What follows belongs to an exercise in optimizing a design on an open flow for small area and a short achievable clock period; a production flow would make more cautious choices. Where RTL was checked, it was by simulation tests only, not by an equivalence proof against the original. No activity file was given, so power comes from the tool's default toggle rates.

==> flow/design.v (excerpt) <==
module bit_population_counter #(
  parameter WIDTH                 = 256
) (
  input  logic                    clk_i,
  input  logic                    srst_i,
  input  logic [WIDTH-1:0]        data_i,
  input  logic                    data_val_i,
  output logic [$clog2(WIDTH):0]  data_o,
  output logic                    data_val_o
);
For scale: about 320 cells after synthesis, ~25 flip-flops, about 270 I/O pins.
Settings: LEC_CHECK=0, CAP_MARGIN=20, CORE_MARGIN=2, CORE_UTILIZATION=40, CTS_BUF_LIST=sky130_fd_sc_hd__clkbuf_8, SLEW_MARGIN=20, SYNTH_HIERARCHICAL=1; clock period 11.0 ns.
standard.sh (not shown) runs the stock make flow with config.mk's settings and CLKGATE_MAP_FILE= SYNTH_SCRIPT=/design/flow/synth_recipe.tcl, a recipe that flattens the netlist after the stock synthesis.
==> flow/flow/run.sh <==
#!/bin/bash
# The standard layout (standard.sh), with plain buf_1 cells as the port buffers and a
# small clock tree. The make output goes to standard.log; each ORFS step logs to orfs/logs/.
set -euo pipefail
export BUFFER_PORTS_ARGS="-buffer_cell sky130_fd_sc_hd__buf_1"
export CTS_ARGS="-sink_clustering_enable -sink_clustering_size 50 -sink_clustering_max_diameter 400 -repair_clock_nets -dont_use_dummy_load -buf_list sky130_fd_sc_hd__clkbuf_8"
bash standard.sh > standard.log 2>&1
Rerun with:
==> flow/flow/run.sh (replaced) <==
#!/bin/bash
# The standard layout (standard.sh), with plain buf_1 cells as the port buffers and a
# small clock tree. The make output goes to standard.log; each ORFS step logs to orfs/logs/.
set -euo pipefail
export BUFFER_PORTS_ARGS="-buffer_cell sky130_fd_sc_hd__buf_1"
export CTS_ARGS="-sink_clustering_enable -sink_clustering_size 50 -sink_clustering_max_diameter 400 -repair_clock_nets -dont_use_dummy_load -buf_list sky130_fd_sc_hd__clkbuf_16 -root_buf sky130_fd_sc_hd__clkbuf_16"
bash standard.sh > standard.log 2>&1
The new run produced a clean layout.
Critical path depth does not change.
Worst hold slack improved by 0.0066 ns.
Fmax came out lower by 0.38%.
Routed wire length stays flat.
Setup slack got worse by 0.021 ns.
Cell area came out higher by 0.48%.
Combinational power barely changes.
Non-clock buffer count does not change.
Via count came out lower by 0.31%.
Rerun with:
==> flow/flow/run.sh (replaced) <==
#!/bin/bash
# The standard layout (standard.sh), with plain buf_1 cells as the port buffers and a
# small clock tree. The make output goes to standard.log; each ORFS step logs to orfs/logs/.
set -euo pipefail
export BUFFER_PORTS_ARGS="-buffer_cell sky130_fd_sc_hd__buf_1"
export CTS_ARGS="-sink_clustering_enable -repair_clock_nets -dont_use_dummy_load -buf_list sky130_fd_sc_hd__clkbuf_8"
bash standard.sh > standard.log 2>&1
The changed run went through all stages and came out clean.
Area after synthesis stays the same.
Non-clock buffer count stays the same.
Maximum frequency is higher by 0.38%.
Sequential power stays flat.
Rerun with:
Settings changed: CORE_UTILIZATION 40 to 65.
After rerunning: Via count goes up by a few percent; fmax came out lower slightly; routed wire length came out lower by a few percent; critical path depth stays the same; worst hold slack degrades by 0.021 ns; final area shrinks slightly; count of clock-buffer cells in the layout is unchanged; area after synthesis is unchanged; first-iteration DRC count climbs by well over a third; core utilization goes up by 30 points; synthesized cell count is unchanged.
Function was not checked in any run of this note: the RTL went through the layout flow alone.

========
Setup of job 104:
Another version of the RTL of bit_population_counter (not shown whole).
For scale: about 290 cells after synthesis, roughly 270 I/O pins, about 5500 um^2 of cells after synthesis.
clock: 11.0 ns
lec_check: 0
cap_margin: 20
core_margin: 2
core_utilization: 40
slew_margin: 20
synth_hierarchical: 1
==> flow/flow/run.sh <==
#!/bin/bash
# The standard layout, with plain buf_1 cells as the port buffers.
set -euo pipefail
export BUFFER_PORTS_ARGS="-buffer_cell sky130_fd_sc_hd__buf_1"
bash standard.sh > standard.log 2>&1
diff inputs: job 104 => job 102
==> flow/run.sh (new file) <==
#!/bin/bash
# synth_recipe.tcl (not shown) runs the flow's synth.tcl, then flattens the netlist and writes it again
# the make line also repeats each setting of config.mk as NAME=value (left out here)
make -C /OpenROAD-flow-scripts/flow DESIGN_CONFIG=/design/flow/config.mk WORK_HOME=/design/flow/orfs CLKGATE_MAP_FILE= SYNTH_SCRIPT=/design/flow/synth_recipe.tcl finish
removed: flow/flow/run.sh
removed: flow/standard.sh
### Flow results
- Of job 102 and job 104, the run reporting the lower power in combinational cells was job 104.
- On least setup slack across all paths after layout: between job 102 and job 104, it ends up lower for job 102.
- From job 104 to job 102, synthesis-stage register bit count did not move at all.
- Job 102 vs job 104, per-cell routed wire length went up by 2.3 um.

========
bit_population_counter again, from the RTL that the note above started with.
==> flow/config.mk <==
export PLATFORM = sky130hd
export DESIGN_NAME = bit_population_counter
export DESIGN_NICKNAME = bit_population_counter
export VERILOG_FILES = /design/flow/design.v
export SDC_FILE = /design/flow/constraint.sdc
export NUM_CORES = 4
export LEC_CHECK = 0
export ABC_AREA = 1
export CAP_MARGIN = 20
export CORE_MARGIN = 2
export CORE_UTILIZATION = 40
export CTS_BUF_LIST = sky130_fd_sc_hd__clkbuf_8
export SLEW_MARGIN = 20
export SYNTH_HIERARCHICAL = 1
==> flow/constraint.sdc <==
create_clock -name core_clock -period 11.0 [get_ports {clk_i}]
set_input_delay 2.2000 -clock core_clock [delete_from_list [all_inputs] [get_ports {clk_i}]]
set_output_delay 2.2000 -clock core_clock [all_outputs]
set_load 0.01 [all_outputs]
==> flow/flow/run.sh <==
#!/bin/bash
# The standard layout, with plain buf_1 cells as the port buffers and a small clock tree.
set -euo pipefail
export BUFFER_PORTS_ARGS="-buffer_cell sky130_fd_sc_hd__buf_1"
export CTS_ARGS="-sink_clustering_enable -repair_clock_nets -dont_use_dummy_load -buf_list sky130_fd_sc_hd__clkbuf_8"
bash standard.sh > standard.log 2>&1
==> next run, changes <==
--- a/flow/flow/run.sh
+++ b/flow/flow/run.sh
@@ -5 +5 @@
-export CTS_ARGS="-sink_clustering_enable -repair_clock_nets -dont_use_dummy_load -buf_list sky130_fd_sc_hd__clkbuf_8"
+export CTS_ARGS="-sink_clustering_enable -repair_clock_nets -dont_use_dummy_load -buf_list sky130_fd_sc_hd__clkbuf_4"
CTS_BUF_LIST = sky130_fd_sc_hd__clkbuf_4   (was sky130_fd_sc_hd__clkbuf_8)
After rerunning: Cell count does not change. Design area stays flat. Total power came out lower by 0.64%.

========
Setup of build 4:
bit_population_counter, a different RTL version from the one above (not shown whole).
Size in the first run: ~290 cells after synthesis, about 21 flip-flops, about 270 I/O pins, ~0.0055 mm2 of cells after synthesis.
==> flow/config.mk <==
export PLATFORM = sky130hd
export DESIGN_NAME = bit_population_counter
export DESIGN_NICKNAME = bit_population_counter
export VERILOG_FILES = /design/flow/design.v
export SDC_FILE = /design/flow/constraint.sdc
export NUM_CORES = 4
export LEC_CHECK = 0
export CAP_MARGIN = 20
export CORE_MARGIN = 2
export CORE_UTILIZATION = 75
export CTS_BUF_LIST = sky130_fd_sc_hd__clkbuf_8
export SLEW_MARGIN = 20
export SYNTH_HIERARCHICAL = 1
==> flow/constraint.sdc <==
create_clock -name core_clock -period 11.0 [get_ports {clk_i}]
set_input_delay 2.2000 -clock core_clock [delete_from_list [all_inputs] [get_ports {clk_i}]]
set_output_delay 2.2000 -clock core_clock [all_outputs]
set_load 0.01 [all_outputs]
==> flow/flow/run.sh <==
#!/bin/bash
# The standard layout (standard.sh), with plain buf_1 cells as the port buffers and a
# small clock tree. The make output goes to standard.log; each ORFS step logs to orfs/logs/.
set -euo pipefail
export BUFFER_PORTS_ARGS="-buffer_cell sky130_fd_sc_hd__buf_1"
export CTS_ARGS="-sink_clustering_enable -repair_clock_nets -dont_use_dummy_load -buf_list sky130_fd_sc_hd__clkbuf_8"
bash standard.sh > standard.log 2>&1
Build 4 did not make it past clock tree synthesis (4_1_cts), where a tool error ended it.
Relative to build 4, the following input files were edited for build 41:
diff --git a/flow/flow/run.sh b/flow/flow/run.sh
--- a/flow/flow/run.sh
+++ b/flow/flow/run.sh
@@ -5,3 +5,4 @@
 export BUFFER_PORTS_ARGS="-buffer_cell sky130_fd_sc_hd__buf_1"
 export CTS_ARGS="-sink_clustering_enable -repair_clock_nets -dont_use_dummy_load -buf_list sky130_fd_sc_hd__clkbuf_8"
+export SETUP_SLACK_MARGIN=5.6
 bash standard.sh > standard.log 2>&1
diff --git a/flow/config.mk b/flow/config.mk
--- a/flow/config.mk
+++ b/flow/config.mk
@@ -8,5 +8,5 @@
 export CAP_MARGIN = 20
 export CORE_MARGIN = 2
-export CORE_UTILIZATION = 75
+export CORE_UTILIZATION = 65
 export CTS_BUF_LIST = sky130_fd_sc_hd__clkbuf_8
 export SLEW_MARGIN = 20
## What came out
Looking at placement-stage cell area, build 41 sits about 1% higher than build 4 does.
Of build 41 and build 4, the lower number of placed instances, taps included belongs to build 4.
Floorplan die height, build 41 and build 4, lower one = build 4.
Delta(initial core utilization, build 41 - build 4) < 0
Between build 41 and build 4, the difference in synthesized cell count is negligible.
Looking at quantity of gates resized following cts, build 41 sits 109 above build 4.
Looking at the reports, build 41 completed the entire flow and the layout it produced met the timing, DRC and antenna checks.
As far as count of distinct cell types in the synthesized netlist goes, build 41 and build 4 are indistinguishable; the numbers are identical.
Modified inputs, build 27 compared to build 41
diff --git a/flow/flow/run.sh b/flow/flow/run.sh
--- a/flow/flow/run.sh
+++ b/flow/flow/run.sh
@@ -5,4 +5,3 @@
 export BUFFER_PORTS_ARGS="-buffer_cell sky130_fd_sc_hd__buf_1"
 export CTS_ARGS="-sink_clustering_enable -repair_clock_nets -dont_use_dummy_load -buf_list sky130_fd_sc_hd__clkbuf_8"
-export SETUP_SLACK_MARGIN=5.6
 bash standard.sh > standard.log 2>&1
diff --git a/flow/config.mk b/flow/config.mk
--- a/flow/config.mk
+++ b/flow/config.mk
@@ -8,5 +8,5 @@
 export CAP_MARGIN = 20
 export CORE_MARGIN = 2
-export CORE_UTILIZATION = 65
+export CORE_UTILIZATION = 40
 export CTS_BUF_LIST = sky130_fd_sc_hd__clkbuf_8
 export SLEW_MARGIN = 20
[summary]
Summary of build 27 over build 41: reported clock group power went up by about 1%, sequential portion of the cell area went up by 0.34 points, fmax was more or less identical. On fraction of power consumed by the clock network: between build 41 and build 27, it ends up lower for build 41. Going from build 41 to build 27, total die area went up 60%; final cell utilization of the core went down 37 points; count of clock-buffer cells in the layout held; proportion of power drawn by combinational gates went down 0.8 points; non-clock buffer count in the final layout went down 0.37%. The design area in build 41 is 1.06 times that in build 27.

-- static timing again, ports no longer ideal --
The flow's constraints put no driver on any port. The routed layouts listed below were extracted and timed again, unchanged, in two steps.
Step 1, drivers: a clkbuf_16 drives clk_i and a buf_2 each remaining input, both assumed.
Step 2 times the ports against the registers' clock, not the clock port: input delays grow and output delays shrink by t, the midpoint of the rising clock arrivals with the driver on.
Three values: no drivers, after step 1, after step 2; two values: the first two.
run | t (ns) | setup WS [ns] | worst setup path at the end
the first run of note 1 | 0.292 | 5.463 / 5.472 / 5.179 | input to register
the second run of note 1 | 0.288 | 5.442 / 5.455 / 5.167 | input to register
the third run of note 1 | 0.292 | 5.463 / 5.472 / 5.179 | input to register
the fourth run of note 1 | 0.292 | 5.408 / 5.412 / 5.120 | input to register
job 104 | 0.281 | 5.174 / 5.179 / 4.898 | input to register
job 102 | 0.278 | 4.807 / 4.811 / 4.534 | input to register
the first run of note 3 | 0.279 | 5.184 / 5.191 / 4.913 | input to register
the second run of note 3 | 0.322 | 5.239 / 5.246 / 4.924 | input to register
build 41 | 0.276 | 5.298 / 5.287 / 5.011 | input to register
build 27 | 0.285 | 5.283 / 5.288 / 5.003 | input to register
After both steps every run listed still meets setup and hold. For the second run of note 3, which loses most, drivers alone change the setup slack by +0.007 ns; drivers and shift together by -0.315 ns.
